From an optimization exercise on the open Yosys and OpenROAD flow, aimed at small area and a short achievable clock period; shortcuts taken in it are not production practice.
For this run, only the layout was checked, not whether the RTL still works.
Power and IR drop assume default switching activity.

==> flow/design.v <==
module Col0_Route (
    input  [23:0] p,
    output [2:0]  s0       
);
    wire [1:0] d [0:7];
    genvar k;
    generate for (k = 0; k < 8; k = k + 1) begin : g_d
        assign d[k] = p[3*k+1 +: 2];
    end endgenerate
    wire bs01 = (d[0] == d[3]) | (d[1] == d[2]);
    wire bd01 = (d[0] == d[2]) | (d[1] == d[3]);
    wire bs02 = (d[0] == d[5]) | (d[1] == d[4]);
    wire bd02 = (d[0] == d[4]) | (d[1] == d[5]);
    wire bs03 = (d[0] == d[7]) | (d[1] == d[6]);
    wire bd03 = (d[0] == d[6]) | (d[1] == d[7]);
    wire bs12 = (d[2] == d[5]) | (d[3] == d[4]);
    wire bd12 = (d[2] == d[4]) | (d[3] == d[5]);
    wire bs13 = (d[2] == d[7]) | (d[3] == d[6]);
    wire bd13 = (d[2] == d[6]) | (d[3] == d[7]);
    wire bs23 = (d[4] == d[7]) | (d[5] == d[6]);
    wire bd23 = (d[4] == d[6]) | (d[5] == d[7]);
    wire f0_1 = bd01 | (bs02 & bd12) | (bd02 & bs12) | (bs03 & bd13) | (bd03 & bs13);
    wire f1_2 = bs02 | (bs01 & bs12) | (bd01 & bd12) | (bs03 & bs23) | (bd03 & bd23);
    wire f0_2 = bd02 | (bs01 & bd12) | (bd01 & bs12) | (bs03 & bd23) | (bd03 & bs23);
    wire f1_3 = bs03 | (bs01 & bs13) | (bd01 & bd13) | (bs02 & bs23) | (bd02 & bd23);
    wire f0_3 = bd03 | (bs01 & bd13) | (bd01 & bs13) | (bs02 & bd23) | (bd02 & bs23);
    wire s1 = ~f0_1;
    wire s2 = f1_2 | ~(f0_2 | bd12);
    wire s3 = f1_3 | ~(f0_3 | bd13 | (bd23 & ~bs13));
    assign s0 = {s3, s2, s1};
endmodule
module Rest_Route (
    input  [23:0] p,       
    input  [2:0]  s,       
    input  [2:0]  sn,      
    output [16:0] q        
);
    wire [2:0] m [0:7];
    genvar k;
    generate for (k = 0; k < 8; k = k + 1) begin : g_m
        assign m[k] = p[3*k +: 3];
    end endgenerate
    wire [3:0] t;
    genvar j;
    generate for (j = 0; j < 4; j = j + 1) begin : g_t
        assign t[j] = (m[0] == 2*j) |
                      (s[0] & (m[2] == 2*j)) | (sn[0] & (m[3] == 2*j)) |
                      (s[1] & (m[4] == 2*j)) | (sn[1] & (m[5] == 2*j)) |
                      (s[2] & (m[6] == 2*j)) | (sn[2] & (m[7] == 2*j));
    end endgenerate
    wire [4:0] bu, bl;
    wire cu4 = m[4][2] ^ m[0][2], cu5 = m[5][2] ^ m[0][2];
    wire bu46 = cu4 ? ~m[4][1] : ~m[6][1];
    wire bu47 = cu4 ? ~m[4][1] : ~m[7][1];
    wire bu56 = cu5 ? ~m[5][1] : ~m[6][1];
    wire bu57 = cu5 ? ~m[5][1] : ~m[7][1];
    wire au   = ~m[0][1];
    wire [3:0] b3u = m[0][2] ? {bu57, bu56, bu47, bu46} : {4{au}};
    wire [3:0] b4u = m[0][2] ? {4{au}} : {bu57, bu56, bu47, bu46};
    assign bu[0] = (s[1] & cu4) | (sn[1] & cu5);
    assign bu[1] = ~m[0][2];
    assign bu[2] = ~((s[0] & m[2][2]) | (sn[0] & m[3][2]));
    assign bu[3] = (s[1] & s[2] & b3u[0]) | (s[1] & sn[2] & b3u[1]) |
                   (sn[1] & s[2] & b3u[2]) | (sn[1] & sn[2] & b3u[3]);
    assign bu[4] = (s[1] & s[2] & b4u[0]) | (s[1] & sn[2] & b4u[1]) |
                   (sn[1] & s[2] & b4u[2]) | (sn[1] & sn[2] & b4u[3]);
    wire cl5 = m[5][2] ^ m[1][2], cl4 = m[4][2] ^ m[1][2];
    wire bl57 = cl5 ? ~m[5][1] : ~m[7][1];
    wire bl56 = cl5 ? ~m[5][1] : ~m[6][1];
    wire bl47 = cl4 ? ~m[4][1] : ~m[7][1];
    wire bl46 = cl4 ? ~m[4][1] : ~m[6][1];
    wire al   = ~m[1][1];
    wire [3:0] b3l = m[1][2] ? {bl46, bl47, bl56, bl57} : {4{al}};
    wire [3:0] b4l = m[1][2] ? {4{al}} : {bl46, bl47, bl56, bl57};
    assign bl[0] = (s[1] & cl5) | (sn[1] & cl4);
    assign bl[1] = ~m[1][2];
    assign bl[2] = ~((s[0] & m[3][2]) | (sn[0] & m[2][2]));
    assign bl[3] = (s[1] & s[2] & b3l[0]) | (s[1] & sn[2] & b3l[1]) |
                   (sn[1] & s[2] & b3l[2]) | (sn[1] & sn[2] & b3l[3]);
    assign bl[4] = (s[1] & s[2] & b4l[0]) | (s[1] & sn[2] & b4l[1]) |
                   (sn[1] & s[2] & b4l[2]) | (sn[1] & sn[2] & b4l[3]);
    assign q = {t, s, bl, bu};
endmodule
module Benes_8p (input wire [2:0] mp0, mp1, mp2, mp3, mp4, mp5, mp6, mp7,
    input clk,
    output wire [19:0] state
);
    wire [23:0] p0 = {mp7, mp6, mp5, mp4, mp3, mp2, mp1, mp0};
    wire [2:0] s0_w;
    Col0_Route c0(.p(p0), .s0(s0_w));
    reg [23:0] p1;
    reg [2:0]  s0_1, s0n_1;    
    always @(posedge clk) begin
        p1    <= p0;
        s0_1  <= s0_w;
        s0n_1 <= ~s0_w;
    end
    wire [16:0] q_w;
    Rest_Route rr(.p(p1), .s(s0_1), .sn(s0n_1), .q(q_w));
    reg [16:0] q2, q3, q4, q5, q6, q7;
    always @(posedge clk) begin
        q2 <= q_w;
        q3 <= q2;
        q4 <= q3;
        q5 <= q4;
        q6 <= q5;
        q7 <= q6;
    end
    assign state[0]  = 1'b1;
    assign state[1]  = 1'b1;
    assign state[2]  = q7[1];
    assign state[3]  = q7[3];
    assign state[4]  = q7[13];
    assign state[5]  = q7[10];
    assign state[6]  = q7[0];
    assign state[7]  = q7[2];
    assign state[8]  = q7[4];
    assign state[9]  = q7[14];
    assign state[10] = q7[11];
    assign state[11] = 1'b1;
    assign state[12] = q7[6];
    assign state[13] = q7[8];
    assign state[14] = q7[15];
    assign state[15] = q7[12];
    assign state[16] = q7[5];
    assign state[17] = q7[7];
    assign state[18] = q7[9];
    assign state[19] = q7[16];
endmodule
==> flow/run.sh <==
#!/bin/bash
# synth_recipe.tcl (not shown) runs the flow's synth.tcl, then flattens the netlist and writes it again
# the make line also repeats each setting of config.mk as NAME=value (left out here)
make -C /OpenROAD-flow-scripts/flow DESIGN_CONFIG=/design/flow/config.mk WORK_HOME=/design/flow/orfs CLKGATE_MAP_FILE= SYNTH_SCRIPT=/design/flow/synth_recipe.tcl finish
==> flow/config.mk <==
export PLATFORM = sky130hd
export DESIGN_NAME = Benes_8p
export DESIGN_NICKNAME = Benes_8p
export VERILOG_FILES = /design/flow/design.v
export SDC_FILE = /design/flow/constraint.sdc
export NUM_CORES = 4
export LEC_CHECK = 0
export CAP_MARGIN = 20
export CORE_MARGIN = 2
export CORE_UTILIZATION = 40
export CTS_BUF_LIST = sky130_fd_sc_hd__clkbuf_16
export SETUP_SLACK_MARGIN = 1.3
export SLEW_MARGIN = 20
==> flow/constraint.sdc <==
create_clock -name core_clock -period 2.5 [get_ports {clk}]
set_input_delay 0.5000 -clock core_clock [delete_from_list [all_inputs] [get_ports {clk}]]
set_output_delay 0.5000 -clock core_clock [all_outputs]
set_load 0.01 [all_outputs]
==> results.txt <==
==> per-stage QoR <==
stage / area, um^2 / util
after global placement: 4648 / 0.4778
after global routing: 5710 / 0.5869
final: 5710 / 0.5869
after floorplan: 4075 / -
after detailed placement: 4648 / 0.4778
after CTS: 5450 / 0.5602
==> what timing repair did <==
| item | 4_1_cts | 5_1_grt |
|---|---|---|
| setup endpoints to repair | 30 | 30 |
| buffers inserted | 20 | 5 |
| pin swaps | 17 | 17 |
| hold buffers | 0 | 0 |
| resized for setup | 162 | 58 |
==> worst paths after layout <==
check	endpoint	slack [ns]
min reg2reg	q6[16]	0.31
min	q6[16]	0.31
max	s0_1[2]	0.86
max reg2reg	q2[8]	1.19
==> critical path: stages <==
cell     delay [ns]
buf_6          0.09
buf_6          0.13
xor2_2         0.15
o22a_1         0.21
o211a_1        0.22
and3_4         0.15
or4_4          0.47
==> synth_stat cells, drive strengths merged (2+ instances only) <==
master and count:
a21o 3, a31oi 5, nor3b 2, o21ai 5, nor3 4, clkbuf 8
nand3 2, o22ai 13, xor2 43, inv 8, a21oi 3, nand3b 2
a211oi 2, nand2b 4, o22a 2, a22oi 10, nand4 2, xnor2 9
buf 16, nor2 9, o221ai 2, nor2b 4, nand2 21, a221oi 3
a22o 2, dfxtp 131
==> layer usage <==
metal  up-vias  global-route usage
li1       1271                   -
met1      1223              0.1678
met2        85              0.2481
met3        16             0.05890
met4         0             0.07336
met5         -                   0
==> sequential cells by signal, indices dropped and copies added (netlist names) <==
| name | flops |
|---|---|
| p1 | 23 |
| q2 | 17 |
| q3 | 17 |
| q4 | 17 |
| q5 | 17 |
| q6 | 17 |
| q7 | 17 |
| s0_1 | 3 |
| s0n_1 | 3 |
==> cell type report <==
class	instances	area [um^2]
Fill cell	811	4019
Inverter	8	30.03
Timing Repair Buffer	91	742.0
Tap cell	133	166.4
Clock buffer	17	425.4
Sequential cell	131	2640
Clock inverter	15	181.4
Multi-Input combinational cell	170	1525
==> cell families after synthesis <==
kind of cell,Yosys count,synth area share
AO/OA/AOI/OAI,57,0.1014
AND/OR/NAND/NOR,58,0.07514
buffers and inverters,32,0.05229
XOR/XNOR,52,0.1140
other,1,0.0009384
flip-flops,131,0.6562
==> power breakdown <==
group	switching, mW	internal (mW)	total [mW]
clock	0.883	1.58	2.46
combinational	0.362	0.382	0.744
sequential	0.135	2.51	2.64
total	1.38	4.47	5.85
==> flow_summary.toml <==
[outcome]
status = "finished clean"

[floorplanning]
fp.dieW_um = 104.0
rows = 36
die_h_um = 104.0
core_um2 = 9729
io-pin-count = 45
dieArea_um2 = 10810
start_util = 0.4108

[cells_and_area]
fin_cells = 565
fin_nets = 444
drive_gt1_frac = 0.4074
diodes = 0
final_common_cell = "dfxtp_1"
area.growth.synth_to_final_pct = 42.89
final_cell_mix = "dfxtp_1 (119), buf_4 (38), xor2_1 (23)"

[sta]
max_freq_mhz = 609.5
finalMaxSlewViolations = 0
hold_slack_ns = 0.3123
setup_viol = 0
fin_crit_sh = 0.6562
fin_setup_tns_ns = 0
min_period_ns = 1.641
finalHoldViolCount = 0
fin_worst_skew_ns = 0.01493
fin_ws_ns = 0.8594
rsz0062_at_grt = "true"

[clocking]
h-tree-depth = 4
cts_tree = "built"
worstSkewPairLatency_ns = 0.40
ctsRootBufferMaster = "clkbuf_16"
cts.sinks = 131
cts.clk_slew.worst_paths_ns = 0.05
cts_made_buffers = 17
cts_buffer_depth = 2

[logic_synthesis]
seq_area_frac_synth = 0.6562
async_flop_share = 0
syn-instance-count = 331
syn_area_um2 = 3996
synth_top_area_cell = "dfxtp_1"
synth_cell_types = 45
ys_ff_latch = 131
yosys.area.top_type_share = 0.6562
synthTopCellsByArea = "dfxtp_1 (66%), xor2_1 (9.4%), o22ai_1 (2.0%)"
syn_avg_cell_area_um2 = 12.07
yosys_warnings = 3
ys.flop_type = "dfxtp_1"
synth-edff-count = 0

[route]
vias = 2595
wl_per_cell_um = 13.50
met3_length_um = 375
routed_wl_um = 7627
vias_per_cell = 4.593
drc = 0
wl_met1_um = 3330
first_pass_iters = 4
drtIter0Drc = 135
wl_met2_um = 3758
ant_nets = 0
top_layer_used = "met4"

[placed_design]
dp_hpwl_um = 4813
globalplace.congestion = 0.8307
port_buffers = 40
dp_slack_ns = 0.01844
placed_cells = 508

[global_routing]
grt_pass1_wl_um = 12540
track_usage = 0.1496
overflow = 0
antenna_found_initial = 0
grt_max_degree = 17
grt_pass1_vias = 2662

[worst_setup_path]
cp-end-kind = "flip-flop"
arrival_ns = 1.92
critPathMaxFanout = 5
path_class = "in -> reg"
start_kind = "primary input"
required_ns = 2.78
reg2regPathDepth = 5
cp-startpoint = "mp7[1]"
rr_startpoint = "p1[17]"

[run]
maxCapViolations = 0

[hold_path]
min_path_type = "reg -> reg"
whs_path_depth = 0
min_from = "q5[16]"

[power_and_ir_drop]
ir_drop_mv = 0.4007
pwr_density_cell_nw_per_um2 = 1024
p_leak_nw = 2.449
p_total_mw = 5.848

==> separate check: timing with driven ports <==
No port has a modelled driver above. Below, the same layout with a new extraction and two added sets of constraints. Step 1 (the two cells are an assumption about what drives the block):
set clk [get_ports {clk}]
set_driving_cell -lib_cell sky130_fd_sc_hd__clkbuf_16 $clk
set_driving_cell -lib_cell sky130_fd_sc_hd__buf_2 [delete_from_list [all_inputs] $clk]
Step 2 moves the port delays by t, midway between the first and last clock arrival at a register: inputs arrive t later, outputs are due t later. That takes back most of the time a late clock gives input paths. Three values: ideal, step 1, step 2; two values: the first two.
shift t [ns]: 0.431
slack for setup (ns): 0.859 / 0.862 / 0.431
worst setup path at the end: input to register
latest minus earliest clock arrival (ns): 0.015 / 0.016
worst slew at a driven data input, ns: 0.04
After both steps this run still meets setup and hold. For this run, drivers alone change the setup slack by +0.003 ns; drivers and shift together by -0.428 ns.
